What follows belongs to an exercise in optimizing a design on an open flow for small area and a short achievable clock period; a production flow would make more cautious choices.
Only simulation tests tie the RTL to the original design; equivalence was not proved.

==> flow/design.v (outline; a module is shown in full before it is edited, if it fits) <==
// module div64_top: 23 lines
// module divider: 247 lines
// module dv_norm: 1077 lines
// module dv_d3: 743 lines
// module dv_row0: 147 lines
// module dv_row: 237 lines
// module dv_row1: 238 lines
// module dv_rowl: 239 lines
// module dv_pre: 41 lines
// module dv_qds: 102 lines
// module dv_qds1: 94 lines
// module dv_qds0: 34 lines
// module dv_static: 17 lines
// module dv_qglue0: 11 lines
// module dv_qglue: 18 lines
// module dv_final: 2596 lines
// module dv_lzc: 36 lines
// module c_inv: 5 lines
// module c_buf8: 5 lines
// module c_nand2: 5 lines
// module c_nor2: 5 lines
// module c_and2: 5 lines
// module c_or2: 5 lines
// module c_nand3: 5 lines
// module c_nor3: 5 lines
// module c_xor2: 5 lines
// module c_xnor2: 5 lines
// module c_aoi21: 5 lines
// module c_oai21: 5 lines
// module c_aoi22: 5 lines
// module c_aoi222: 5 lines
// module c_mux2: 5 lines
// module c_mux2i: 5 lines
// module c_aoi211: 5 lines
// module c_aoi221: 5 lines
// module c_ha: 6 lines
// module c_fa: 6 lines
module div64_top (
  input          clk,
  input  [63:0]  a,
  input  [63:0]  b,
  output [63:0]  quotient,
  output [63:0]  remainder
);
  // ...
==> flow/flow/run.sh <==
#!/bin/bash
# Layout flow: the standard flow (standard.sh, its synthesis included)
# with these additions (the clock and the constraints stay the design's):
#  - after floorplanning, downsize.tcl sets logic cells that synthesis had
#    given a larger drive back to drive strength 1;
#  - ports are buffered with sky130_fd_sc_hd__buf_1;
#  - before detailed placement, repair.tcl runs the resizer's timing repair
#    with a setup margin.
# Every tool's output goes to a log file in this folder.
set -euo pipefail
W=$(pwd)
export POST_FLOORPLAN_TCL="$W/flow/downsize.tcl"
export BUFFER_PORTS_ARGS="-buffer_cell sky130_fd_sc_hd__buf_1"
export PRE_DETAIL_PLACE_TCL="$W/flow/repair.tcl"
export MY_SETUP_MARGIN=279.5
bash standard.sh > log_layout.txt 2>&1
==> flow/flow/downsize.tcl <==
# POST_FLOORPLAN_TCL: logic cells that synthesis gave a larger drive go back
# to drive strength 1 (same function); the timing repair after placement
# sizes up what the critical path needs.
set db [ord::get_db]
set block [[$db getChip] getBlock]
set n 0
foreach inst [$block getInsts] {
  set m [[$inst getMaster] getName]
  if { [regexp {^(sky130_fd_sc_hd__(a21oi|a22oi|a211oi|a221oi|a222oi|nor2|nor3|nor4|nand2|nand3|nand4|o21ai|o22ai|mux2|mux2i|xor2|xnor2|inv|and2|or2|a21o|o21a))_([0-9]+)$} $m -> base fn size] } {
    if { $size == 1 } { continue }
    set nm [$db findMaster ${base}_1]
    if { $nm != "NULL" && $nm != "" } {
      $inst swapMaster $nm
      incr n
    }
  }
}
puts "downsize: $n instances set to drive strength 1"
==> flow/flow/repair.tcl <==
# Sourced before detailed placement (PRE_DETAIL_PLACE_TCL): the resizer's
# timing repair on the placed design with a setup margin, so that it
# shortens the critical path although the clock period is met with room.
# Pin swapping and gate cloning are left out (they change the netlist's
# structure beyond sizing and buffering).
source $::env(PLATFORM_DIR)/setRC.tcl
if { [env_var_exists_and_non_empty DONT_USE_CELLS] } {
  set_dont_use $::env(DONT_USE_CELLS)
}
estimate_parasitics -placement
report_worst_slack
log_cmd repair_timing -setup -setup_margin $::env(MY_SETUP_MARGIN) -repair_tns 0 \
  -skip_gate_cloning -skip_pin_swap
estimate_parasitics -placement
report_worst_slack
report_design_area
==> flow/standard.sh <==
#!/bin/bash
# synth_recipe.tcl (not shown) runs the flow's synth.tcl, then flattens the netlist and writes it again
# the make line also repeats each setting of config.mk as NAME=value (left out here)
make -C /OpenROAD-flow-scripts/flow DESIGN_CONFIG=/design/flow/config.mk WORK_HOME=/design/flow/orfs CLKGATE_MAP_FILE= SYNTH_SCRIPT=/design/flow/synth_recipe.tcl "${@:-finish}"
==> flow/config.mk <==
export PLATFORM = sky130hd
export DESIGN_NAME = div64_top
export DESIGN_NICKNAME = div64_top
export VERILOG_FILES = /design/flow/design.v
export SDC_FILE = /design/flow/constraint.sdc
export NUM_CORES = 8
export LEC_CHECK = 0
export ABC_AREA = 0
export CAP_MARGIN = 50
export CORE_MARGIN = 2
export CORE_UTILIZATION = 35
export GPL_TIMING_DRIVEN = 0
export SLEW_MARGIN = 40
export SYNTH_HIERARCHICAL = 1
==> flow/constraint.sdc <==
create_clock -name core_clock -period 350.0 [get_ports {clk}]
set_input_delay 70.0000 -clock core_clock [delete_from_list [all_inputs] [get_ports {clk}]]
set_output_delay 70.0000 -clock core_clock [all_outputs]
set_load 0.01 [all_outputs]
==> results_dict.tcl, run 1 <==
set metrics [dict create \
    min_from "b_q[31]" \
    status "timing/DRC/antenna clean" \
    grt_max_degree 67 \
    placedCellCount 20000 \
    viasPerCell 6.48 \
    cp_max_fo 59 \
    reg2reg_slack_ns 276.03 \
    cp-start-kind "register" \
    multi_input_area_share_pct 83.9 \
    use_met3_pct 7.14 \
    via_count 130000 \
    holdWs_ns 1.23 \
    wl_met2_um 243000 \
    numCtsBuffers 31 \
    fin_ws_ns 276.03 \
    layout.cells.non_filler 20100 \
    yosys_warnings 39 \
    core.rowCount 228 \
    regToRegStartpoint "b_q[47]" \
    gr-max-usage-layer "met2" \
    wire_per_inst_um 27.8 \
    maxUsedRoutingLayer "met5" \
    seq_cell_count 256 \
    final_cell_mix "a222oi_1 (2,109), xnor2_1 (2,075), fa_1 (1,977), nand2_1 (1,528), nor2_1 (1,237)" \
    ioPinCount 257 \
]
==> inputs of run 2 (changes only) <==
--- a/flow/config.mk
+++ b/flow/config.mk
@@ -10,5 +10,6 @@
 export CORE_MARGIN = 2
 export CORE_UTILIZATION = 35
 export GPL_TIMING_DRIVEN = 0
+export PLACE_DENSITY = 0.7
 export SLEW_MARGIN = 40
 export SYNTH_HIERARCHICAL = 1
==> results_dict.tcl, run 2 <==
set metrics [dict create \
    status "timing/DRC/antenna clean" \
    hpwl_um 418000 \
    setup_viol 0 \
    track_usage_pct 26.9 \
    rr_worst_depth 414 \
    viasPerCell 6.62 \
    worstPathArrival_ns 75.76 \
    syn_to_final_growth_pct 9.64 \
    dieArea_sq_mm 0.391 \
    critPathSlowestCell "mux2i_2" \
    fin_skew_ns 0.0214 \
    gp_congestion 1.02 \
    critPathKind "reg -> reg" \
    ctsResizeCount 0 \
    cp-end-kind "register" \
    setup_tns_ns 0 \
    fin_crit_sh_pct 21.5 \
    hold_depth 7 \
    cts.reportedPaths.clkPinSlew_ns 0.07 \
    firstDrtPassIters 17 \
    drt-initial-drc-count 29600 \
    cp_common_cell "nand2_1" \
    cts_buffer_depth 3 \
    synth_area_per_cell_sq_um 9.43 \
    core.rowCount 228 \
    final_common_cell "a222oi_1" \
    grt_max_degree 65 \
    antenna_left 0 \
    rsz0062_at_grt "no" \
    grt_first_pass_wirelength_um 827000 \
    root_buffer "clkbuf_16" \
    drive_gt1_share_pct 8.92 \
    max_clock_freq_mhz 13.3 \
    cp-start-kind "register" \
    numCtsBuffers 30 \
    port_buffers 256 \
    final_cell_mix "a222oi_1 (2,109), xnor2_1 (2,079), fa_1 (1,983), nand2_1 (1,530), nor2_1 (1,251)" \
    ioPinCount 257 \
    die_x_um 626 \
    clock_sink_count 256 \
    clk_latency_ns 0.73 \
    grt_pass1_vias 131000 \
    finalWirelength_um 551000 \
    worstMarginPinSlew_ns 0.892 \
    synth_area_sq_mm 0.135 \
    crit_required_ns 350.56 \
    drv_cap 0 \
    cpPeakStageDelay_ns 0.62 \
    nets 17200 \
    wire_per_inst_um 27.4 \
    core_area_sq_mm 0.385 \
    cts_tree "done" \
    grt_overflow 0 \
    initial_utilization_pct 35.1 \
    via_count 133000 \
    slew_viol_final 0 \
    hold_buffers 0 \
    yosys_warnings 39 \
    drc 0 \
    worst_hold_path_type "reg -> reg" \
    cp_max_fo 32 \
    max-slew-margin-rel_pct 40.6 \
    hold_viol 0 \
    synth.net_count 16600 \
    fill_cells 38400 \
    holdWs_ns 1.19 \
    synth_cells 14300 \
    cts-htree-levels 1 \
    antenna_found_initial 24 \
    period_minus_slack_ns 75.20 \
    dieHeight_um 626 \
    cts_setup_buffers 0 \
]
-- run 2: layout make-up --
class                           instances  area, sq um  share of cell area (%)
Antenna cell                           18         45.0                  0.0304
Buffer                                331         2930                    1.97
Clock buffer                           35          811                   0.547
Clock inverter                         21          228                   0.154
Inverter                              553         2170                    1.46
Multi-Input combinational cell      13200       124000                    83.9
Sequential cell                       256         5170                    3.48
Tap cell                             5060         6330                    4.27
Timing Repair Buffer                  615         6150                    4.15
-- run 2: final timing paths --
check	to	slack (ns)	from
worst max register to register	r_q[3]	274.80	b_q[15]
worst min-delay path	r_q[63]	1.19	b_q[30]
worst max-delay path	r_q[3]	274.80	b_q[15]
worst min register to register	r_q[63]	1.19	b_q[30]
-- run 2: layer usage --
metal / global-route usage [%] / part of all wire, %
met5: 0.0988 / 0.013
met4: 18.9 / 8.0
met3: 8.88 / 13
met2: 40.9 / 43
met1: 32.1 / 36
-- run 2: worst max-delay path: cells and delay by family, from the launching register on --
family                   cells  cell delay [ns]
flip-flops                   1             0.40
multiplexers                13             3.65
AND/OR/NAND/NOR            174            29.45
XOR/XNOR                    34             8.98
buffers and inverters       51             7.06
AO/OA/AOI/OAI              141            24.62
adder cells (fa/ha/maj)      1             0.52
-- run 2: stage by stage --
| stage | util (%) | cells | cell area (sq um) | worst slack (ns) |
|---|---|---|---|---|
| after floorplan | - | 14300 | 135000 | 276.72 |
| after global placement | 36.0 | 19700 | 139000 | 238.61 |
| after detailed placement | 37.9 | 20000 | 146000 | 277.65 |
| after CTS | 38.1 | 20000 | 147000 | 277.32 |
| after global routing | 38.5 | 20100 | 148000 | 269.11 |
| final | 38.5 | 20100 | 148000 | 274.80 |
==> inputs of run 3 (changes only) <==
--- a/flow/config.mk
+++ b/flow/config.mk
@@ -8,8 +8,7 @@
 export ABC_AREA = 0
 export CAP_MARGIN = 50
 export CORE_MARGIN = 2
-export CORE_UTILIZATION = 35
+export CORE_UTILIZATION = 45
 export GPL_TIMING_DRIVEN = 0
-export PLACE_DENSITY = 0.7
 export SLEW_MARGIN = 40
 export SYNTH_HIERARCHICAL = 1
==> results_dict.tcl, run 3 <==
set metrics [dict create \
    cp_common_cell "nand2_1" \
    cts_buffer_depth 3 \
    numCtsBuffers 29 \
    final_cell_mix "a222oi_1 (2,109), xnor2_1 (2,074), fa_1 (1,982), nand2_1 (1,531), nor2_1 (1,237)" \
    synth.net_count 16600 \
    wire_per_inst_um 29.5 \
    fin_skew_ns 0.0396 \
    die_x_um 552 \
    cts_tree "done" \
    fill_cells 28500 \
    cts.reportedPaths.clkPinSlew_ns 0.06 \
    critPathSlowestCell "fa_1" \
    cts_setup_buffers 0 \
    viasPerCell 6.87 \
    cts-htree-levels 1 \
    clk_latency_ns 0.74 \
    yosys_warnings 39 \
    max_clock_freq_mhz 13.6 \
    critPathKind "reg -> reg" \
    antenna_left 0 \
    drive_gt1_share_pct 8.71 \
    root_buffer "clkbuf_16" \
    clock_sink_count 256 \
    path_buf_inv 50 \
    final_common_cell "a222oi_1" \
    fin_ws_ns 276.28 \
    reg2reg_slack_ns 276.28 \
    period_minus_slack_ns 73.72 \
    setup_viol 0 \
    ctsResizeCount 0 \
    seqCellArea_sq_mm 0.00512 \
    cp_max_fo 42 \
    nets 17300 \
    dieHeight_um 552 \
    worstPathArrival_ns 74.29 \
    core.rowCount 201 \
    hold_buffers 0 \
    setup_tns_ns 0 \
    cp-end-kind "register" \
    via_count 130000 \
    grt_first_pass_wirelength_um 840000 \
    drc 0 \
    ioPinCount 257 \
    worstMarginPinSlew_ns 0.945 \
    critPathTopFamily "simple AND/OR/NAND/NOR gates" \
    grt_max_degree 67 \
    grt_pass1_vias 129000 \
    synth_cells 14300 \
    drt-initial-drc-count 27600 \
    hold_viol 0 \
    worst_hold_path_type "reg -> reg" \
    status "timing/DRC/antenna clean" \
    synth_area_per_cell_sq_um 9.43 \
    max-slew-margin-rel_pct 37.0 \
    dieArea_sq_mm 0.305 \
    slew_viol_final 0 \
    drv_cap 0 \
    track_usage_pct 35.4 \
    crit_required_ns 350.57 \
    rsz0062_at_grt "no" \
    core_area_sq_mm 0.300 \
    port_buffers 256 \
    gp_congestion 1.01 \
    firstDrtPassIters 17 \
    fin_crit_sh_pct 21.1 \
    cp-start-kind "register" \
    syn_to_final_growth_pct 8.99 \
    pre_cts_ws_ns 278.40 \
    multi_input_area_sq_mm 0.125 \
    cpPeakStageDelay_ns 0.70 \
    finalWirelength_um 560000 \
    initial_utilization_pct 45.2 \
    antenna_found_initial 9 \
    grt_overflow 0 \
    hpwl_um 421000 \
    synth_area_sq_mm 0.135 \
]
-- run 3: final timing paths --
check | startpoint | to | cells after the start
worst max-delay path | b_q[42] | r_q[11] | 402
worst min-delay path | b_q[31] | r_q[63] | 7
worst min register to register | b_q[31] | r_q[63] | 7
worst max register to register | b_q[42] | r_q[11] | 402
-- run 3: metrics by stage --
stage / utilization, % / instances / hold WS, ns / area [sq um]
after floorplan: - / 14300 / 0.956 / 135000
after global placement: 45.9 / 18600 / 1.66 / 137000
after detailed placement: 48.4 / 18900 / 1.19 / 145000
after CTS: 48.7 / 18900 / 1.21 / 146000
after global routing: 49.2 / 19000 / 1.34 / 147000
final: 49.2 / 19000 / 1.26 / 147000
-- run 3: worst reg2reg max path, delay by kind of cell, from the launching register on --
family | cells | cell delay (ns)
flops | 1 | 0.35
xor+xnor | 37 | 10.54
fa+ha+maj | 1 | 0.70
compound gates | 142 | 25.33
mux | 14 | 3.33
buf+inv | 50 | 6.52
simple gates | 158 | 26.89
-- run 3: cell type report --
cell class	instances	share of cell area, %
sequential	256	3.48
antenna	11	0.0187
buffer	331	2.09
clock buffer	33	0.516
tap	3958	3.36
timing repair buffer	631	4.32
inverter	553	1.47
clock inverter	19	0.165
multi-input combinational	13200	84.6
-- run 3: layer usage --
| layer | share of wire, % | GRT usage [%] |
|---|---|---|
| met3 | 12 | 10.4 |
| met5 | 0.0021 | 0.156 |
| met1 | 37 | 43.5 |
| met2 | 43 | 53.3 |
| met4 | 7.6 | 24.5 |
==> inputs of run 4 (changes only) <==
--- a/flow/config.mk
+++ b/flow/config.mk
@@ -6,9 +6,9 @@
 export NUM_CORES = 8
 export LEC_CHECK = 0
 export ABC_AREA = 0
-export CAP_MARGIN = 50
+export CAP_MARGIN = 20
 export CORE_MARGIN = 2
 export CORE_UTILIZATION = 45
 export GPL_TIMING_DRIVEN = 0
-export SLEW_MARGIN = 40
+export SLEW_MARGIN = 20
 export SYNTH_HIERARCHICAL = 1
==> results_dict.tcl, run 4 <==
set metrics [dict create \
    min_from "b_q[31]" \
    synth_area_per_cell_sq_um 9.43 \
    synth.net_count 16600 \
    nets 17100 \
    drc 0 \
    critPathSlowestCell "buf_4" \
    drive_gt1_share_pct 7.83 \
    hold_depth 8 \
    reg2reg_slack_ns 276.15 \
    dieArea_sq_mm 0.305 \
    viasPerCell 6.86 \
    crit_required_ns 350.62 \
    regToRegStartpoint "b_q[14]" \
    drt-initial-drc-count 27400 \
    cts.reportedPaths.clkPinSlew_ns 0.07 \
    synth_area_sq_mm 0.135 \
    grt_pass1_vias 128000 \
    final_cell_mix "a222oi_1 (2,109), xnor2_1 (2,075), fa_1 (1,982), nand2_1 (1,531), nor2_1 (1,239)" \
    cts_tree "done" \
    grt_first_pass_wirelength_um 836000 \
    status "timing/DRC/antenna clean" \
    dieHeight_um 552 \
    antenna_left 0 \
    seqCellArea_sq_mm 0.00512 \
    cts-htree-levels 1 \
    firstDrtPassIters 15 \
    worstHoldEndpoint "r_q[63]" \
    grt_max_degree 73 \
    cp-end-kind "register" \
    worst_hold_path_type "reg -> reg" \
    die_x_um 552 \
    setup_viol 0 \
    ctsResizeCount 0 \
    synth_cells 14300 \
    period_minus_slack_ns 73.85 \
    drv_cap 0 \
    antenna_found_initial 10 \
    core.rowCount 201 \
    ioPinCount 257 \
    wire_per_inst_um 29.5 \
    max-slew-margin-rel_pct 15.0 \
    port_buffers 256 \
    fin_crit_sh_pct 21.1 \
    worstMarginPinSlew_ns 1.27 \
    syn_to_final_growth_pct 6.50 \
    cts_buffer_depth 3 \
    numCtsBuffers 29 \
    track_usage_pct 35.3 \
    hpwl_um 402000 \
    cts_setup_buffers 0 \
    fin_skew_ns 0.0269 \
    cp_common_cell "nand2_1" \
    clock_sink_count 256 \
    finalWirelength_um 557000 \
    cp-start-kind "register" \
    grt_overflow 0 \
    max_clock_freq_mhz 13.5 \
    cpPeakStageDelay_ns 0.91 \
    rr_endpoint "r_q[11]" \
    root_buffer "clkbuf_16" \
    rr_worst_depth 403 \
    postLayoutCoreUtil_pct 48.1 \
    critPathKind "reg -> reg" \
    setup_tns_ns 0 \
    rsz0062_at_grt "no" \
    fill_cells 28900 \
    cp_max_fo 59 \
    gp_congestion 1.01 \
    yosys_warnings 39 \
    final_common_cell "a222oi_1" \
    via_count 129000 \
    worstPathArrival_ns 74.47 \
    initial_utilization_pct 45.2 \
    slew_viol_final 0 \
    hold_viol 0 \
    clk_latency_ns 0.72 \
    hold_buffers 0 \
    multi_input_area_sq_mm 0.125 \
    core_area_sq_mm 0.300 \
]
## run 4: per-layer routing
layer	part of all wire (%)	track usage, %	wire (um)	vias up
met5	0.011	0.141	64	-
met4	8.2	24.9	45400	6
met3	12	10.0	65600	1407
met2	42	53.0	236000	8190
met1	38	43.5	209000	64400
li1	-	-	-	55300
## run 4: worst max-delay path by stage
stage                     slack, ns       to     from  cells past startpoint
final                        276.15  r_q[11]  b_q[14]                    403
after global routing         269.89  r_q[11]  b_q[22]                    427
after detailed placement     278.53  r_q[11]  b_q[42]                    401
after global placement       237.45  q_q[63]  b_q[26]                    341
after floorplan              276.72   r_q[0]  b_q[62]                    439
after CTS                    278.18  r_q[11]  b_q[47]                    419
## run 4: cell type report
| class | instances | area share [%] |
|---|---|---|
| clock buffers | 36 | 0.557 |
| repair buffers | 476 | 2.15 |
| plain buffers | 331 | 2.05 |
| well taps | 3958 | 3.44 |
| multi-input cells | 13200 | 86.6 |
| flip-flops and latches | 256 | 3.56 |
| inverters | 553 | 1.53 |
| diodes | 13 | 0.0226 |
| clock inverters | 18 | 0.137 |
## run 4: critical path: cells and delay by family, from the launching register on
family	cells	cell delay, ns
multiplexers	13	3.23
XOR/XNOR	36	8.68
AO/OA/AOI/OAI	136	24.47
adder cells (fa/ha/maj)	3	1.81
flip-flops	1	0.40
AND/OR/NAND/NOR	166	27.55
buffers and inverters	49	6.98
## run 4: per-stage QoR
step	hold WS, ns	cells	cell area (sq um)	setup slack [ns]
after floorplan	0.956	14300	135000	276.72
after global placement	1.66	18600	137000	237.45
after detailed placement	1.29	18800	143000	278.53
final	1.34	18800	144000	276.15
after global routing	1.38	18800	144000	269.89
after CTS	1.31	18800	144000	278.18
==> inputs of run 5 (changes only) <==
--- a/flow/config.mk
+++ b/flow/config.mk
@@ -6,7 +6,7 @@
 export NUM_CORES = 8
 export LEC_CHECK = 0
 export ABC_AREA = 0
-export CAP_MARGIN = 20
+export CAP_MARGIN = 10
 export CORE_MARGIN = 2
 export CORE_UTILIZATION = 45
 export GPL_TIMING_DRIVEN = 0
==> results_dict.tcl, run 5 <==
set metrics [dict create \
    status "timing/DRC/antenna clean" \
    final_cell_mix "a222oi_1 (2,109), xnor2_1 (2,075), fa_1 (1,982), nand2_1 (1,531), nor2_1 (1,239)" \
    regToRegStartpoint "b_q[42]" \
    cts.reportedPaths.clkPinSlew_ns 0.06 \
    min_from "b_q[31]" \
    startpoint "b_q[42]" \
    period_minus_slack_ns 73.82 \
    cp-end-kind "register" \
    worstPathArrival_ns 74.44 \
    use_met3_pct 10.3 \
    hpwl_um 402000 \
    layout.cells.non_filler 18900 \
    grt_first_pass_wirelength_um 837000 \
    cp_max_fo 14 \
    fin_crit_sh_pct 21.1 \
    cts_buffer_depth 3 \
    clk_latency_ns 0.73 \
    clock_sink_count 256 \
    wire_per_inst_um 29.6 \
    drc 0 \
    core.rowCount 201 \
    cts_tree "done" \
    use_met1_pct 43.1 \
    setup_viol 0 \
    ioPinCount 257 \
    port_buffers 256 \
    multi_input_area_sq_mm 0.125 \
    grt_util_met2_pct 53.0 \
    syn_to_final_growth_pct 6.51 \
    synth_cells 14300 \
    antenna_left 0 \
    grt_overflow 0 \
    slew_viol_final 0 \
    via_count 130000 \
    path_buf_inv 52 \
    yosys_warnings 39 \
    setup_tns_ns 0 \
    die_x_um 552 \
    drt-initial-drc-count 27300 \
    synth.net_count 16600 \
    cts-htree-levels 1 \
    critPathTopFamily "simple AND/OR/NAND/NOR gates" \
    grt_max_degree 73 \
    worst_hold_path_type "reg -> reg" \
    cpPeakStageDelay_ns 0.64 \
    hold_viol 0 \
    max_clock_freq_mhz 13.5 \
    critPathSlowestCell "fa_1" \
    drive_gt1_share_pct 7.83 \
    dieArea_sq_mm 0.305 \
    grt_pass1_vias 129000 \
    synth_area_sq_mm 0.135 \
    hold_buffers 0 \
    viasPerCell 6.88 \
    cp-start-kind "register" \
    initial_utilization_pct 45.2 \
    max-slew-margin-rel_pct 15.2 \
    gp_congestion 1.01 \
    rsz0062_at_grt "no" \
    numCtsBuffers 29 \
    gr-max-usage-layer "met2" \
    crit_required_ns 350.62 \
    dieHeight_um 552 \
    synth_area_per_cell_sq_um 9.43 \
    finalWirelength_um 558000 \
    nets 17100 \
    antenna_found_initial 16 \
    placedCellCount 18800 \
    cp_common_cell "nand2_1" \
    track_usage_pct 35.3 \
    final_common_cell "a222oi_1" \
    ctsResizeCount 0 \
    drv_cap 0 \
    seqCellArea_sq_mm 0.00512 \
    firstDrtPassIters 22 \
    critPathKind "reg -> reg" \
    root_buffer "clkbuf_16" \
    core_area_sq_mm 0.300 \
    fin_skew_ns 0.0360 \
    worstMarginPinSlew_ns 1.24 \
    cts_setup_buffers 0 \
    fill_cells 29000 \
]
## run 5: layer usage
metal | share of wire (%) | wire length, um | vias up
li1 | - | - | 55300
met5 | 0.014 | 78 | -
met1 | 37 | 208000 | 64600
met3 | 12 | 66700 | 1469
met4 | 8.1 | 45200 | 12
met2 | 43 | 238000 | 8312
## run 5: worst register-to-register path: cells and delay by family (launching register included)
kind | cells | cell delay (ns)
simple gates | 191 | 32.06
compound gates | 135 | 21.77
xor+xnor | 37 | 9.93
buf+inv | 52 | 5.12
mux | 14 | 3.36
fa+ha+maj | 2 | 1.20
flops | 1 | 0.35
## run 5: final timing paths
| check | end | slack, ns | depth (start not counted) |
|---|---|---|---|
| worst max-delay path | r_q[11] | 276.18 | 431 |
| worst min-delay path | r_q[63] | 1.33 | 8 |
| worst max register to register | r_q[11] | 276.18 | 431 |
| worst min register to register | r_q[63] | 1.33 | 8 |
## run 5: metrics by stage
stage | utilization, % | instance area, sq um | hold slack [ns] | setup WS, ns
after detailed placement | 47.8 | 143000 | 1.27 | 278.40
after CTS | 48.1 | 144000 | 1.31 | 278.04
final | 48.1 | 144000 | 1.33 | 276.18
after global routing | 48.1 | 144000 | 1.40 | 269.92
after global placement | 45.9 | 137000 | 1.66 | 237.45
after floorplan | - | 135000 | 0.956 | 276.72
## run 5: final cells by class
type | instances | share of cell area, %
inverters | 553 | 1.53
well taps | 3958 | 3.44
repair buffers | 477 | 2.16
flip-flops and latches | 256 | 3.56
clock buffers | 37 | 0.566
multi-input cells | 13200 | 86.5
diodes | 23 | 0.0399
clock inverters | 17 | 0.120
plain buffers | 331 | 2.05
==> inputs of run 6 (changes only) <==
--- a/flow/config.mk
+++ b/flow/config.mk
@@ -10,5 +10,5 @@
 export CORE_MARGIN = 2
 export CORE_UTILIZATION = 45
 export GPL_TIMING_DRIVEN = 0
-export SLEW_MARGIN = 20
+export SLEW_MARGIN = 10
 export SYNTH_HIERARCHICAL = 1
==> results_dict.tcl, run 6 <==
set metrics [dict create \
    drv_cap 0 \
    dieHeight_um 552 \
    postLayoutCoreUtil_pct 48.1 \
    initial_utilization_pct 45.2 \
    critPathSlowestCell "mux2i_2" \
    so.violations "max-slew violations" \
    hpwl_um 399000 \
    drc 0 \
    status "failed layout checks" \
    worst_hold_path_type "reg -> reg" \
    synth_cells 14300 \
    cpPeakStageDelay_ns 0.64 \
    drive_gt1_share_pct 7.94 \
    fill_cells 28900 \
    grt_overflow 0 \
    crit_required_ns 350.56 \
    hold_viol 0 \
    port_buffers 256 \
    cts_tree "done" \
    finalWirelength_um 556000 \
    layout.cells.non_filler 18800 \
    fin_skew_ns 0.0284 \
    nets 17100 \
    cp-end-kind "register" \
    period_minus_slack_ns 73.89 \
    worstPathArrival_ns 74.45 \
    placedCellCount 18800 \
    synth_area_per_cell_sq_um 9.43 \
    root_buffer "clkbuf_16" \
    use_met1_pct 43.3 \
    critPathKind "reg -> reg" \
    firstDrtPassIters 17 \
    setup_tns_ns 0 \
    path_buf_inv 47 \
    syn_to_final_growth_pct 6.48 \
    fin_crit_sh_pct 21.1 \
    clock_sink_count 256 \
    max_clock_freq_mhz 13.5 \
    antenna_left 0 \
    cp_max_fo 59 \
    yosys_warnings 39 \
    grt_pass1_vias 129000 \
    ioPinCount 257 \
    holdWs_ns 1.36 \
    post_dp_cell_area_sq_mm 0.143 \
    cts.reportedPaths.clkPinSlew_ns 0.07 \
    core.rowCount 201 \
    drt-initial-drc-count 27500 \
    core_area_sq_mm 0.300 \
    use_met3_pct 10.3 \
    grt_max_degree 67 \
    synth_area_sq_mm 0.135 \
    antenna_found_initial 12 \
    grt_util_met2_pct 52.4 \
    final_common_cell "a222oi_1" \
    gp_congestion 1.01 \
    hold_buffers 0 \
    final_cell_mix "a222oi_1 (2,109), xnor2_1 (2,076), fa_1 (1,976), nand2_1 (1,529), nor2_1 (1,233)" \
    ctsResizeCount 0 \
    cts_setup_buffers 0 \
    setup_viol 0 \
    dieArea_sq_mm 0.305 \
    wire_per_inst_um 29.5 \
    viasPerCell 6.85 \
    track_usage_pct 35.2 \
    gr-max-usage-layer "met2" \
    worstMarginPinSlew_ns 1.53 \
    slew_viol_final 32 \
    numCtsBuffers 29 \
    cts-htree-levels 1 \
    cts_buffer_depth 3 \
    via_count 129000 \
    fin_ws_ns 276.11 \
    synth.net_count 16600 \
    die_x_um 552 \
    clk_latency_ns 0.72 \
    critPathTopFamily "simple AND/OR/NAND/NOR gates" \
    max-slew-margin-rel_pct -2.28 \
    fin_area_sq_mm 0.144 \
    cp-start-kind "register" \
    pre_cts_ws_ns 278.37 \
    rsz0062_at_grt "no" \
    grt_first_pass_wirelength_um 836000 \
    cp_common_cell "nand2_1" \
]
==> run 6: cell count changes in the layout (fill, tap and decap cells not counted), sizes merged <==
cell	change
diode	-14
buf	-12
clkinv	+5
clkbuf	-4
clkinvlp	+4
inv	-2
==> run 6: final cells by class <==
cell class                 count  area [sq um]  area share [%]
multi-input combinational  13200        125000            86.6
sequential                   256          5120            3.56
tap                         3958          4950            3.44
timing repair buffer         468          3000            2.08
buffer                       331          2960            2.06
inverter                     553          2200            1.53
clock buffer                  30           739           0.513
clock inverter                24           234           0.162
antenna                        9          22.5          0.0156
==> run 6: final timing paths <==
check,startpoint,end,slack [ns],depth (start not counted)
worst max-delay path,b_q[26],r_q[1],276.11,398
worst max register to register,b_q[26],r_q[1],276.11,398
worst min register to register,b_q[31],r_q[63],1.36,8
worst min-delay path,b_q[31],r_q[63],1.36,8
==> run 6: per-layer routing <==
layer	vias to the layer above	routed length, um	part of all wire [%]
li1	55300	-	-
met3	1403	66300	12
met5	-	286	0.051
met2	8163	236000	42
met1	64200	208000	37
met4	17	45100	8.1
==> run 6: worst reg2reg max path, delay by kind of cell (launching register included) <==
family                   cells  cell delay [ns]
XOR/XNOR                    36             9.68
multiplexers                14             4.07
AND/OR/NAND/NOR            159            26.57
adder cells (fa/ha/maj)      2             1.25
AO/OA/AOI/OAI              140            25.39
flip-flops                   1             0.41
buffers and inverters       47             6.41
==> inputs of run 7 (changes only) <==
--- a/flow/config.mk
+++ b/flow/config.mk
@@ -6,9 +6,9 @@
 export NUM_CORES = 8
 export LEC_CHECK = 0
 export ABC_AREA = 0
-export CAP_MARGIN = 10
+export CAP_MARGIN = 20
 export CORE_MARGIN = 2
-export CORE_UTILIZATION = 45
+export CORE_UTILIZATION = 50
 export GPL_TIMING_DRIVEN = 0
-export SLEW_MARGIN = 10
+export SLEW_MARGIN = 20
 export SYNTH_HIERARCHICAL = 1
==> results_dict.tcl, run 7 <==
set metrics [dict create \
    synth_cells 14300 \
    yosys_warnings 39 \
    nets 17100 \
    wire_per_inst_um 30.4 \
    cp_common_cell "nand2_1" \
    final_cell_mix "a222oi_1 (2,109), xnor2_1 (2,073), fa_1 (1,983), nand2_1 (1,530), nor2_1 (1,234)" \
    synth.net_count 16600 \
    worstPathArrival_ns 74.64 \
    cts-htree-levels 1 \
    dieArea_sq_mm 0.275 \
    core_area_sq_mm 0.269 \
    critPathKind "reg -> reg" \
    final_common_cell "a222oi_1" \
    fin_ws_ns 275.99 \
    drt-initial-drc-count 28800 \
    max_clock_freq_mhz 13.5 \
    cp_max_fo 32 \
    gr-max-usage-layer "met2" \
    cp-end-kind "register" \
    pre_cts_ws_ns 278.39 \
    worst_hold_path_type "reg -> reg" \
    crit_required_ns 350.64 \
    critPathTopFamily "simple AND/OR/NAND/NOR gates" \
    clock_sink_count 256 \
    root_buffer "clkbuf_16" \
    via_count 130000 \
    ioPinCount 257 \
    core.rowCount 190 \
    numCtsBuffers 31 \
    slew_viol_final 0 \
    use_met1_pct 48.8 \
    dieHeight_um 524 \
    antenna_left 0 \
    drv_cap 0 \
    cts_tree "done" \
    grt_overflow 0 \
    gp_congestion 1.04 \
    reg2reg_slack_ns 275.99 \
    grt_max_degree 72 \
    initial_utilization_pct 50.4 \
    fin_crit_sh_pct 21.1 \
    hold_viol 0 \
    critPathSlowestCell "buf_4" \
    port_buffers 256 \
    grt_util_met2_pct 59.7 \
    rsz0062_at_grt "no" \
    synth_area_per_cell_sq_um 9.43 \
    path_buf_inv 53 \
    antenna_found_initial 21 \
    holdWs_ns 1.39 \
    period_minus_slack_ns 74.01 \
    cts_buffer_depth 3 \
    fin_skew_ns 0.0402 \
    track_usage_pct 39.7 \
    use_met3_pct 11.3 \
    ctsResizeCount 0 \
    grt_pass1_vias 127000 \
    cp-start-kind "register" \
    hold_buffers 0 \
    max-slew-margin-rel_pct 12.5 \
    cpPeakStageDelay_ns 0.91 \
    grt_first_pass_wirelength_um 835000 \
    firstDrtPassIters 15 \
    cts_setup_buffers 0 \
    clk_latency_ns 0.76 \
    viasPerCell 7.04 \
    hpwl_um 400000 \
    worstMarginPinSlew_ns 1.31 \
    synth_area_sq_mm 0.135 \
    setup_viol 0 \
    setup_tns_ns 0 \
    drc 0 \
    cts.reportedPaths.clkPinSlew_ns 0.06 \
    finalWirelength_um 561000 \
    syn_to_final_growth_pct 6.71 \
    drive_gt1_share_pct 8.28 \
    die_x_um 524 \
    status "timing/DRC/antenna clean" \
]
## run 7: changes by cell type in the layout (fill, tap and decap cells not counted), sizes merged
cell and delta:
buf +38, diode +10, clkbuf +7, clkinv -7, clkinvlp -2, bufinv +1, inv +1
## run 7: layer usage
| metal | share of wire, % | vias to the layer above |
|---|---|---|
| met5 | 0.055 | - |
| met2 | 43 | 8454 |
| li1 | - | 55400 |
| met4 | 8.2 | 12 |
| met1 | 37 | 64700 |
| met3 | 12 | 1506 |
## run 7: worst paths after layout
| check | start | to | cells after the start |
|---|---|---|---|
| setup reg to reg | b_q[11] | r_q[0] | 414 |
| hold / removal | b_q[30] | r_q[63] | 8 |
| hold reg to reg | b_q[30] | r_q[63] | 8 |
| setup / recovery | b_q[11] | r_q[0] | 414 |
## run 7: per-stage QoR
stage	std cells	util [%]	area (sq um)
2_1_floorplan	14300	-	135000
3_3_place_gp	18200	50.9	137000
3_5_place_dp	18400	53.3	143000
4_1_cts	18500	53.7	144000
5_1_grt	18500	53.7	144000
6_report	18500	53.7	144000
## run 7: worst reg2reg max path, delay by kind of cell (launching register included)
family | cells | cell delay (ns)
DFF | 1 | 0.37
buffers and inverters | 53 | 6.41
xor gates and xnor gates | 37 | 9.21
AOI/OAI and AO/OA | 128 | 22.33
muxes | 13 | 3.77
adders and majority gates | 2 | 1.18
and+or+nand+nor | 181 | 30.52
## run 7: cell type report
cell class                 count  area, sq um
timing repair buffer         504         3230
sequential                   256         5120
clock inverter                17          208
clock buffer                  39          856
buffer                       331         3080
inverter                     553         2200
fill                       25200       124000
multi-input combinational  13200       125000
tap                         3552         4440
antenna                       19         47.5
==> inputs of run 8 (changes only) <==
==> flow/flow/repair.tcl (replaced) <==
# Sourced before detailed placement (PRE_DETAIL_PLACE_TCL): the resizer's
# timing repair on the placed design with a setup margin, so that it
# shortens the critical path although the clock period is met with room.
# The wire resistance and capacitance per micron are taken 25% above the
# platform's placement estimate, as routed wires come out longer. Pin
# swapping and gate cloning are left out (they change the netlist's
# structure beyond sizing and buffering).
source $::env(PLATFORM_DIR)/setRC.tcl
if { [env_var_exists_and_non_empty DONT_USE_CELLS] } {
  set_dont_use $::env(DONT_USE_CELLS)
}
set_wire_rc -signal -resistance [expr {8.929e-04 * 1.25}] -capacitance [expr {1.72375e-04 * 1.25}]
estimate_parasitics -placement
report_worst_slack
log_cmd repair_timing -setup -setup_margin $::env(MY_SETUP_MARGIN) -repair_tns 0 \
  -skip_gate_cloning -skip_pin_swap
estimate_parasitics -placement
report_worst_slack
report_design_area
source $::env(PLATFORM_DIR)/setRC.tcl
--- a/flow/config.mk
+++ b/flow/config.mk
@@ -6,9 +6,9 @@
 export NUM_CORES = 8
 export LEC_CHECK = 0
 export ABC_AREA = 0
-export CAP_MARGIN = 20
+export CAP_MARGIN = 50
 export CORE_MARGIN = 2
-export CORE_UTILIZATION = 50
+export CORE_UTILIZATION = 35
 export GPL_TIMING_DRIVEN = 0
-export SLEW_MARGIN = 20
+export SLEW_MARGIN = 40
 export SYNTH_HIERARCHICAL = 1
==> results_dict.tcl, run 8 <==
set metrics [dict create \
    use_met3_pct 7.62 \
    cpPeakStageDelay_ns 0.63 \
    critPathTopFamily "simple AND/OR/NAND/NOR gates" \
    max_clock_freq_mhz 13.9 \
    synth_area_per_cell_sq_um 9.43 \
    drt-initial-drc-count 28600 \
    rsz0062_at_grt "no" \
    cts_setup_buffers 0 \
    initial_utilization_pct 35.1 \
    cts_buffer_depth 3 \
    cp-end-kind "register" \
    final_common_cell "a222oi_1" \
    core.rowCount 228 \
    drive_gt1_share_pct 12.3 \
    clk_latency_ns 0.72 \
    worst_hold_path_type "reg -> reg" \
    fin_crit_sh_pct 20.6 \
    root_buffer "clkbuf_16" \
    slew_viol_final 0 \
    gr-max-usage-layer "met2" \
    port_buffers 256 \
    dieHeight_um 626 \
    grt_first_pass_wirelength_um 853000 \
    nets 17500 \
    fin_skew_ns 0.0454 \
    die_x_um 626 \
    critPathSlowestCell "fa_1" \
    synth.net_count 16600 \
    wire_per_inst_um 27.8 \
    cp-start-kind "register" \
    core_area_sq_mm 0.385 \
    period_minus_slack_ns 71.94 \
    drv_cap 0 \
    worstMarginPinSlew_ns 0.963 \
    setup_viol 0 \
    gp_congestion 0.982 \
    critPathKind "reg -> reg" \
    synth_cells 14300 \
    via_count 132000 \
    path_buf_inv 49 \
    postLayoutCoreUtil_pct 39.8 \
    cts.reportedPaths.clkPinSlew_ns 0.06 \
    viasPerCell 6.49 \
    grt_max_degree 67 \
    grt_overflow 0 \
    ctsResizeCount 0 \
    setup_tns_ns 0 \
    antenna_left 0 \
    crit_required_ns 350.55 \
    numCtsBuffers 34 \
    dieArea_sq_mm 0.391 \
    grt_pass1_vias 132000 \
    worstPathArrival_ns 72.48 \
    hold_buffers 0 \
    synth_area_sq_mm 0.135 \
    finalWirelength_um 566000 \
    syn_to_final_growth_pct 13.2 \
    ioPinCount 257 \
    hold_viol 0 \
    cts_tree "done" \
    hpwl_um 435000 \
    cp_max_fo 64 \
    firstDrtPassIters 17 \
    cp_common_cell "nand2_1" \
    drc 0 \
    track_usage_pct 28.0 \
    max-slew-margin-rel_pct 35.8 \
    clock_sink_count 256 \
    cts-htree-levels 2 \
    yosys_warnings 39 \
    use_met1_pct 34.5 \
    final_cell_mix "a222oi_1 (2,109), xnor2_1 (2,050), fa_1 (1,956), nand2_1 (1,510), nor2_1 (1,190)" \
    status "timing/DRC/antenna clean" \
    antenna_found_initial 15 \
    grt_util_met2_pct 43.2 \
]
-- run 8: path summary, 6_finish.rpt --
path | end | slack (ns) | cells past startpoint | from
worst min-delay path | r_q[63] | 1.21 | 7 | b_q[30]
worst min register to register | r_q[63] | 1.21 | 7 | b_q[30]
worst max register to register | r_q[2] | 278.06 | 396 | b_q[22]
worst max-delay path | r_q[2] | 278.06 | 396 | b_q[22]
-- run 8: layout make-up --
cell class                      instances  area (sq um)
Fill cell                           38400        232000
Multi-Input combinational cell      13200        127000
Timing Repair Buffer                  879          7930
Tap cell                             5060          6330
Sequential cell                       256          5130
Buffer                                331          3520
Inverter                              553          2180
Clock buffer                           40           873
Clock inverter                         20           328
Antenna cell                            5          12.5
-- run 8: tightest hold or removal path: cells and delay by family (launching register included) --
kind	cells	cell delay, ns
buffers and inverters	2	0.18
AND/OR/NAND/NOR	3	0.25
AO/OA/AOI/OAI	2	0.30
flip-flops	1	0.44
-- run 8: per-layer routing --
layer | vias to the layer above | wire length, um
li1 | 56100 | -
met1 | 65900 | 213000
met2 | 8700 | 247000
met3 | 1418 | 66200
met4 | 22 | 40700
met5 | - | 153
-- run 8: stage by stage --
step / std cells / instance area (sq um) / hold slack (ns) / setup WS [ns]
6_report: 20400 / 153000 / 1.21 / 278.06
5_1_grt: 20300 / 153000 / 1.27 / 272.38
4_1_cts: 20300 / 152000 / 1.21 / 278.65
3_5_place_dp: 20300 / 151000 / 1.20 / 279.43
3_3_place_gp: 19700 / 139000 / 1.71 / 236.95
2_1_floorplan: 14300 / 135000 / 0.956 / 276.72
==> inputs of run 9 (changes only) <==
--- a/flow/flow/run.sh
+++ b/flow/flow/run.sh
@@ -12,5 +12,5 @@
 export POST_FLOORPLAN_TCL="$W/flow/downsize.tcl"
 export BUFFER_PORTS_ARGS="-buffer_cell sky130_fd_sc_hd__buf_1"
 export PRE_DETAIL_PLACE_TCL="$W/flow/repair.tcl"
-export MY_SETUP_MARGIN=279.5
+export MY_SETUP_MARGIN=279.2
 bash standard.sh > log_layout.txt 2>&1
==> flow/flow/repair.tcl (replaced) <==
# Sourced before detailed placement (PRE_DETAIL_PLACE_TCL): the resizer's
# timing repair on the placed design with a setup margin, so that it
# shortens the critical path although the clock period is met with room.
# The wire resistance and capacitance per micron are taken 12% above the
# platform's placement estimate, as routed wires come out longer. Pin
# swapping and gate cloning are left out (they change the netlist's
# structure beyond sizing and buffering).
source $::env(PLATFORM_DIR)/setRC.tcl
if { [env_var_exists_and_non_empty DONT_USE_CELLS] } {
  set_dont_use $::env(DONT_USE_CELLS)
}
set_wire_rc -signal -resistance [expr {8.929e-04 * 1.12}] -capacitance [expr {1.72375e-04 * 1.12}]
estimate_parasitics -placement
report_worst_slack
log_cmd repair_timing -setup -setup_margin $::env(MY_SETUP_MARGIN) -repair_tns 0 \
  -skip_gate_cloning -skip_pin_swap
estimate_parasitics -placement
report_worst_slack
report_design_area
source $::env(PLATFORM_DIR)/setRC.tcl
==> results_dict.tcl, run 9 <==
set metrics [dict create \
    worst_hold_path_type "reg -> reg" \
    maxUsedRoutingLayer "met5" \
    clk_latency_ns 0.75 \
    numCtsBuffers 31 \
    critPathKind "reg -> reg" \
    root_buffer "clkbuf_16" \
    wire_per_inst_um 27.8 \
    dieHeight_um 626 \
    gp_congestion 0.982 \
    grt_overflow 0 \
    fill_cells 38800 \
    slew_viol_final 0 \
    multi_input_area_sq_mm 0.126 \
    cts_tree "done" \
    nets 17300 \
    seqCellArea_sq_mm 0.00512 \
    fin_skew_ns 0.0185 \
    cp-start-kind "register" \
    wl_met3_um 63200 \
    core.rowCount 228 \
    drc 0 \
    postLayoutCoreUtil_pct 38.9 \
    clock_sink_count 256 \
    cts.reportedPaths.clkPinSlew_ns 0.06 \
    finalWirelength_um 562000 \
    rsz0062_at_grt "no" \
    die_x_um 626 \
    antenna_found_initial 15 \
    hold_viol 0 \
    drt-initial-drc-count 28300 \
    wl_met1_um 213000 \
    core_area_sq_mm 0.385 \
    grt_max_degree 67 \
    setup_viol 0 \
    cts_setup_buffers 0 \
    critPathSlowestCell "fa_1" \
    cpPeakStageDelay_ns 0.62 \
    initial_utilization_pct 35.1 \
    cp_max_fo 33 \
    antenna_left 0 \
    grt_pass1_vias 129000 \
    ioPinCount 257 \
    max_clock_freq_mhz 13.6 \
    hold_buffers 0 \
    firstDrtPassIters 17 \
    cp-end-kind "register" \
    viasPerCell 6.50 \
    final_common_cell "a222oi_1" \
    fin_crit_sh_pct 21.0 \
    period_minus_slack_ns 73.39 \
    worstMarginPinSlew_ns 0.989 \
    dieArea_sq_mm 0.391 \
    cp_common_cell "nand2_1" \
    syn_to_final_growth_pct 10.9 \
    max-slew-margin-rel_pct 34.1 \
    cts_buffer_depth 3 \
    final_cell_mix "a222oi_1 (2,109), xnor2_1 (2,070), fa_1 (1,966), nand2_1 (1,527), nor2_1 (1,224)" \
    cts-htree-levels 1 \
    ctsResizeCount 0 \
    grt_first_pass_wirelength_um 844000 \
    worstPathArrival_ns 73.99 \
    track_usage_pct 27.7 \
    yosys_warnings 39 \
    setup_tns_ns 0 \
    port_buffers 256 \
    wl_met2_um 244000 \
    via_count 131000 \
    drv_cap 0 \
    hpwl_um 431000 \
    crit_required_ns 350.60 \
    synth_area_per_cell_sq_um 9.43 \
    synth.net_count 16600 \
    status "timing/DRC/antenna clean" \
    synth_area_sq_mm 0.135 \
    synth_cells 14300 \
    drive_gt1_share_pct 9.88 \
]
[run 9: final cells by class]
type	instances	share of cell area (%)
diodes	12	0.0200
well taps	5060	4.22
flip-flops and latches	256	3.42
inverters	553	1.45
clock buffers	38	0.535
multi-input cells	13200	83.7
repair buffers	704	4.41
clock inverters	18	0.123
plain buffers	331	2.13
[run 9: metal layers]
metal,up-vias,GRT usage [%]
li1,55800,-
met1,65600,34.4
met2,8424,42.5
met3,1381,7.10
met4,10,18.1
met5,-,0.272
[run 9: path summary, 6_finish.rpt]
check,start,slack (ns),endpoint,cells past startpoint
hold / removal,b_q[30],1.24,r_q[63],7
setup / recovery,b_q[47],276.61,r_q[12],408
hold reg to reg,b_q[30],1.24,r_q[63],7
setup reg to reg,b_q[47],276.61,r_q[12],408
[run 9: through the flow]
| stage | setup WS (ns) | hold slack, ns | instances | instance area, sq um |
|---|---|---|---|---|
| detailed placement | 278.79 | 1.21 | 20100 | 148000 |
| finish | 276.61 | 1.24 | 20200 | 150000 |
| floorplan | 276.72 | 0.956 | 14300 | 135000 |
| CTS | 278.57 | 1.22 | 20100 | 149000 |
| global route | 271.07 | 1.29 | 20200 | 150000 |
| global placement | 236.95 | 1.71 | 19700 | 139000 |
[run 9: worst max-delay path: cells and delay by family, from the launching register on]
family                     cells  cell delay, ns
DFF                            1            0.38
and+or+nand+nor              178           28.95
buffers and inverters         39            4.60
AOI/OAI and AO/OA            138           24.48
xor gates and xnor gates      38           10.43
adders and majority gates      2            1.15
muxes                         13            2.96
==> inputs of run 10 (changes only) <==
--- a/flow/config.mk
+++ b/flow/config.mk
@@ -8,7 +8,7 @@
 export ABC_AREA = 0
 export CAP_MARGIN = 50
 export CORE_MARGIN = 2
-export CORE_UTILIZATION = 35
+export CORE_UTILIZATION = 45
 export GPL_TIMING_DRIVEN = 0
 export SLEW_MARGIN = 40
 export SYNTH_HIERARCHICAL = 1
==> results_dict.tcl, run 10 <==
set metrics [dict create \
    final_cell_mix "a222oi_1 (2,109), xnor2_1 (2,070), fa_1 (1,978), nand2_1 (1,528), nor2_1 (1,222)" \
    via_count 131000 \
    dieHeight_um 552 \
    ctsResizeCount 0 \
    drt-initial-drc-count 27600 \
    worstMarginPinSlew_ns 1.04 \
    cp_common_cell "nand2_1" \
    seqCellArea_sq_mm 0.00512 \
    nets 17300 \
    grt_util_met2_pct 53.4 \
    grt_overflow 0 \
    cts_buffer_depth 3 \
    drv_cap 0 \
    cp-start-kind "register" \
    grt_max_degree 67 \
    cp-end-kind "register" \
    cts_tree "done" \
    gp_congestion 1.01 \
    setup_tns_ns 0 \
    yosys_warnings 39 \
    critPathKind "reg -> reg" \
    crit_required_ns 350.56 \
    antenna_left 0 \
    slew_viol_final 0 \
    hpwl_um 424000 \
    worst_hold_path_type "reg -> reg" \
    core_area_sq_mm 0.300 \
    cpPeakStageDelay_ns 0.63 \
    cts-htree-levels 1 \
    clock_sink_count 256 \
    drive_gt1_share_pct 9.42 \
    finalWirelength_um 563000 \
    numCtsBuffers 29 \
    use_met3_pct 10.3 \
    final_common_cell "a222oi_1" \
    clk_latency_ns 0.72 \
    max_clock_freq_mhz 13.7 \
    root_buffer "clkbuf_16" \
    ioPinCount 257 \
    fill_cells 28600 \
    synth.net_count 16600 \
    synth_cells 14300 \
    initial_utilization_pct 45.2 \
    firstDrtPassIters 22 \
    viasPerCell 6.87 \
    critPathTopFamily "simple AND/OR/NAND/NOR gates" \
    fin_skew_ns 0.0249 \
    use_met1_pct 43.8 \
    holdWs_ns 1.30 \
    fin_crit_sh_pct 20.9 \
    setup_viol 0 \
    synth_area_sq_mm 0.135 \
    synth_area_per_cell_sq_um 9.43 \
    rsz0062_at_grt "no" \
    gr-max-usage-layer "met2" \
    drc 0 \
    critPathSlowestCell "fa_1" \
    syn_to_final_growth_pct 9.65 \
    status "timing/DRC/antenna clean" \
    cts.reportedPaths.clkPinSlew_ns 0.07 \
    dieArea_sq_mm 0.305 \
    track_usage_pct 35.6 \
    cts_setup_buffers 0 \
    wire_per_inst_um 29.5 \
    hold_viol 0 \
    antenna_found_initial 18 \
    hold_buffers 0 \
    grt_first_pass_wirelength_um 844000 \
    grt_pass1_vias 130000 \
    period_minus_slack_ns 73.02 \
    max-slew-margin-rel_pct 30.5 \
    core.rowCount 201 \
    cp_max_fo 33 \
    multi_input_area_sq_mm 0.125 \
    path_buf_inv 47 \
    worstPathArrival_ns 73.58 \
    port_buffers 256 \
    die_x_um 552 \
]
## run 10: through the flow
| stage | instance area [sq um] | setup WS (ns) | std cells | util (%) |
|---|---|---|---|---|
| after floorplan | 135000 | 276.72 | 14300 | - |
| after global placement | 137000 | 237.45 | 18600 | 45.9 |
| after detailed placement | 146000 | 279.22 | 18900 | 48.8 |
| after CTS | 147000 | 278.70 | 19000 | 49.1 |
| after global routing | 148000 | 270.52 | 19000 | 49.5 |
| final | 148000 | 276.98 | 19000 | 49.5 |
## run 10: per-layer routing
layer  vias to the layer above  share of wire (%)  routed length (um)
met5                         -              0.019                 108
met3                      1463                 12               68000
met2                      8450                 43              240000
met1                     65200                 37              209000
li1                      55700                  -                   -
met4                        12                8.0               45200
## run 10: path summary, 6_finish.rpt
kind | start | to | slack, ns | depth (start not counted)
worst max-delay path | b_q[42] | r_q[6] | 276.98 | 429
worst min-delay path | b_q[31] | r_q[63] | 1.30 | 7
worst max register to register | b_q[42] | r_q[6] | 276.98 | 429
worst min register to register | b_q[31] | r_q[63] | 1.30 | 7
## run 10: worst min-delay path, cell delays in order, from the launching register on
cell and delay (ns):
dfxtp_1 0.52, nor2_1 0.12, o311ai_1 0.16, o21ai_4 0.14, inv_1 0.08, buf_4 0.10, nand2_1 0.06, nor2_1 0.08
## run 10: layout make-up
type,count,share of cell area [%]
clock inverters,24,0.191
multi-input cells,13200,84.4
diodes,9,0.0152
well taps,3958,3.34
repair buffers,668,4.40
flip-flops and latches,256,3.45
clock buffers,30,0.499
inverters,553,1.46
plain buffers,331,2.19
==> inputs of run 11 (changes only) <==
--- a/flow/config.mk
+++ b/flow/config.mk
@@ -6,9 +6,9 @@
 export NUM_CORES = 8
 export LEC_CHECK = 0
 export ABC_AREA = 0
-export CAP_MARGIN = 50
+export CAP_MARGIN = 20
 export CORE_MARGIN = 2
 export CORE_UTILIZATION = 45
 export GPL_TIMING_DRIVEN = 0
-export SLEW_MARGIN = 40
+export SLEW_MARGIN = 20
 export SYNTH_HIERARCHICAL = 1
==> results_dict.tcl, run 11 <==
set metrics [dict create \
    status "timing/DRC/antenna clean" \
    cpPeakStageDelay_ns 0.63 \
    synth.net_count 16600 \
    synth_cells 14300 \
    worst_hold_path_type "reg -> reg" \
    min_from "b_q[31]" \
    cp-start-kind "register" \
    setup_viol 0 \
    core.rowCount 201 \
    hold_viol 0 \
    ctsResizeCount 0 \
    antenna_left 0 \
    final_common_cell "a222oi_1" \
    fin_area_sq_mm 0.146 \
    period_minus_slack_ns 73.25 \
    slew_viol_final 0 \
    cts_setup_buffers 0 \
    drv_cap 0 \
    setup_tns_ns 0 \
    fin_skew_ns 0.0145 \
    fin_ws_ns 276.75 \
    cts_buffer_depth 3 \
    clock_sink_count 256 \
    dieHeight_um 552 \
    gp_congestion 1.01 \
    cts.reportedPaths.clkPinSlew_ns 0.07 \
    synth_area_sq_mm 0.135 \
    ioPinCount 257 \
    startpoint "b_q[22]" \
    fin_crit_sh_pct 20.9 \
    wire_per_inst_um 29.6 \
    holdWs_ns 1.38 \
    initial_utilization_pct 45.2 \
    final_cell_mix "a222oi_1 (2,109), xnor2_1 (2,068), fa_1 (1,978), nand2_1 (1,529), nor2_1 (1,231)" \
    cts_tree "done" \
    numCtsBuffers 29 \
    rsz0062_at_grt "no" \
    grt_pass1_vias 129000 \
    nets 17200 \
    grt_max_degree 73 \
    regToRegStartpoint "b_q[22]" \
    crit_required_ns 350.63 \
    drt-initial-drc-count 27800 \
    drive_gt1_share_pct 8.91 \
    port_buffers 256 \
    critPathKind "reg -> reg" \
    max-slew-margin-rel_pct 16.0 \
    critPathSlowestCell "fa_1" \
    synth_area_per_cell_sq_um 9.43 \
    cts-htree-levels 1 \
    hold_buffers 0 \
    viasPerCell 6.87 \
    core_area_sq_mm 0.300 \
    track_usage_pct 35.5 \
    dieArea_sq_mm 0.305 \
    finalWirelength_um 560000 \
    clk_latency_ns 0.73 \
    cp-end-kind "register" \
    grt_overflow 0 \
    syn_to_final_growth_pct 7.79 \
    max_clock_freq_mhz 13.7 \
    drc 0 \
    via_count 130000 \
    worstPathArrival_ns 73.87 \
    cp_max_fo 32 \
    yosys_warnings 39 \
    worstMarginPinSlew_ns 1.26 \
    grt_first_pass_wirelength_um 841000 \
    post_dp_cell_area_sq_mm 0.145 \
    firstDrtPassIters 15 \
    antenna_found_initial 10 \
    hpwl_um 404000 \
    pre_cts_ws_ns 279.12 \
    cp_common_cell "nand2_1" \
    root_buffer "clkbuf_16" \
    die_x_um 552 \
]
## run 11: cell count changes in the layout (fill, tap and decap cells not counted), sizes merged
cell	change
clkbuf	+4
clkinvlp	+8
buf	-104
diode	+1
inv	-10
clkinv	-1
## run 11: critical path, delay by kind of cell, from the launching register on
| family | cells | cell delay, ns |
|---|---|---|
| buffers and inverters | 47 | 5.67 |
| AOI/OAI and AO/OA | 139 | 24.11 |
| xor gates and xnor gates | 36 | 9.71 |
| adders and majority gates | 3 | 1.78 |
| DFF | 1 | 0.43 |
| muxes | 13 | 2.99 |
| and+or+nand+nor | 172 | 28.25 |
## run 11: through the flow
stage / cells / utilization [%]
2_1_floorplan: 14300 / -
3_3_place_gp: 18600 / 45.9
3_5_place_dp: 18900 / 48.3
4_1_cts: 18900 / 48.7
5_1_grt: 18900 / 48.7
6_report: 18900 / 48.7
## run 11: path summary, 6_finish.rpt
path / depth (start not counted) / end / slack (ns)
setup reg to reg: 410 / r_q[3] / 276.75
hold reg to reg: 8 / r_q[63] / 1.38
setup / recovery: 410 / r_q[3] / 276.75
hold / removal: 8 / r_q[63] / 1.38
## run 11: area by class of cell
class	count	area [sq um]
Antenna cell	10	25.0
Buffer	331	3200
Clock buffer	33	761
Clock inverter	21	255
Fill cell	28800	154000
Inverter	553	2200
Multi-Input combinational cell	13200	126000
Sequential cell	256	5120
Tap cell	3958	4950
Timing Repair Buffer	565	3790
## run 11: metal layers
layer  part of all wire (%)  global-route usage (%)
met5                 0.0055                  0.0781
met3                     12                    10.5
met4                    8.2                    25.7
met2                     43                    53.1
met1                     37                    43.3

-- afterwards: timing with drivers on the ports --
No port has a modelled driver above. Below, the same layouts with a new extraction and two added sets of constraints.
Step 1 (the two cells are an assumption about what drives the block):
set clk [get_ports {clk}]
set_driving_cell -lib_cell sky130_fd_sc_hd__clkbuf_16 $clk
set_driving_cell -lib_cell sky130_fd_sc_hd__buf_2 [delete_from_list [all_inputs] $clk]
Step 2 moves the port delays by t, midway between the first and last clock arrival at a register: inputs arrive t later, outputs are due t later. That takes back most of the time a late clock gives input paths.
a / b / c = ideal ports / drivers / drivers and shift; a / b = the first two.
run | t (ns) | setup WS [ns] | worst setup path at the end | slew at the worst register clock pin (ns)
run 1 | 0.856 | 276.028 / 276.028 / 276.028 | register to register | 0.08 / 0.08
run 2 | 0.823 | 274.803 / 274.803 / 274.803 | register to register | 0.08 / 0.08
run 3 | 0.823 | 276.277 / 276.277 / 276.277 | register to register | 0.07 / 0.07
run 4 | 0.818 | 276.150 / 276.150 / 276.150 | register to register | 0.07 / 0.07
run 5 | 0.826 | 276.184 / 276.184 / 276.184 | register to register | 0.07 / 0.07
run 6 | 0.810 | 276.113 / 276.113 / 276.113 | register to register | 0.07 / 0.07
run 7 | 0.841 | 275.991 / 275.991 / 275.991 | register to register | 0.07 / 0.07
run 8 | 0.806 | 278.064 / 278.064 / 278.064 | register to register | 0.07 / 0.07
run 9 | 0.847 | 276.607 / 276.607 / 276.607 | register to register | 0.08 / 0.08
run 10 | 0.817 | 276.978 / 276.978 / 276.978 | register to register | 0.07 / 0.07
run 11 | 0.830 | 276.753 / 276.753 / 276.753 | register to register | 0.07 / 0.07
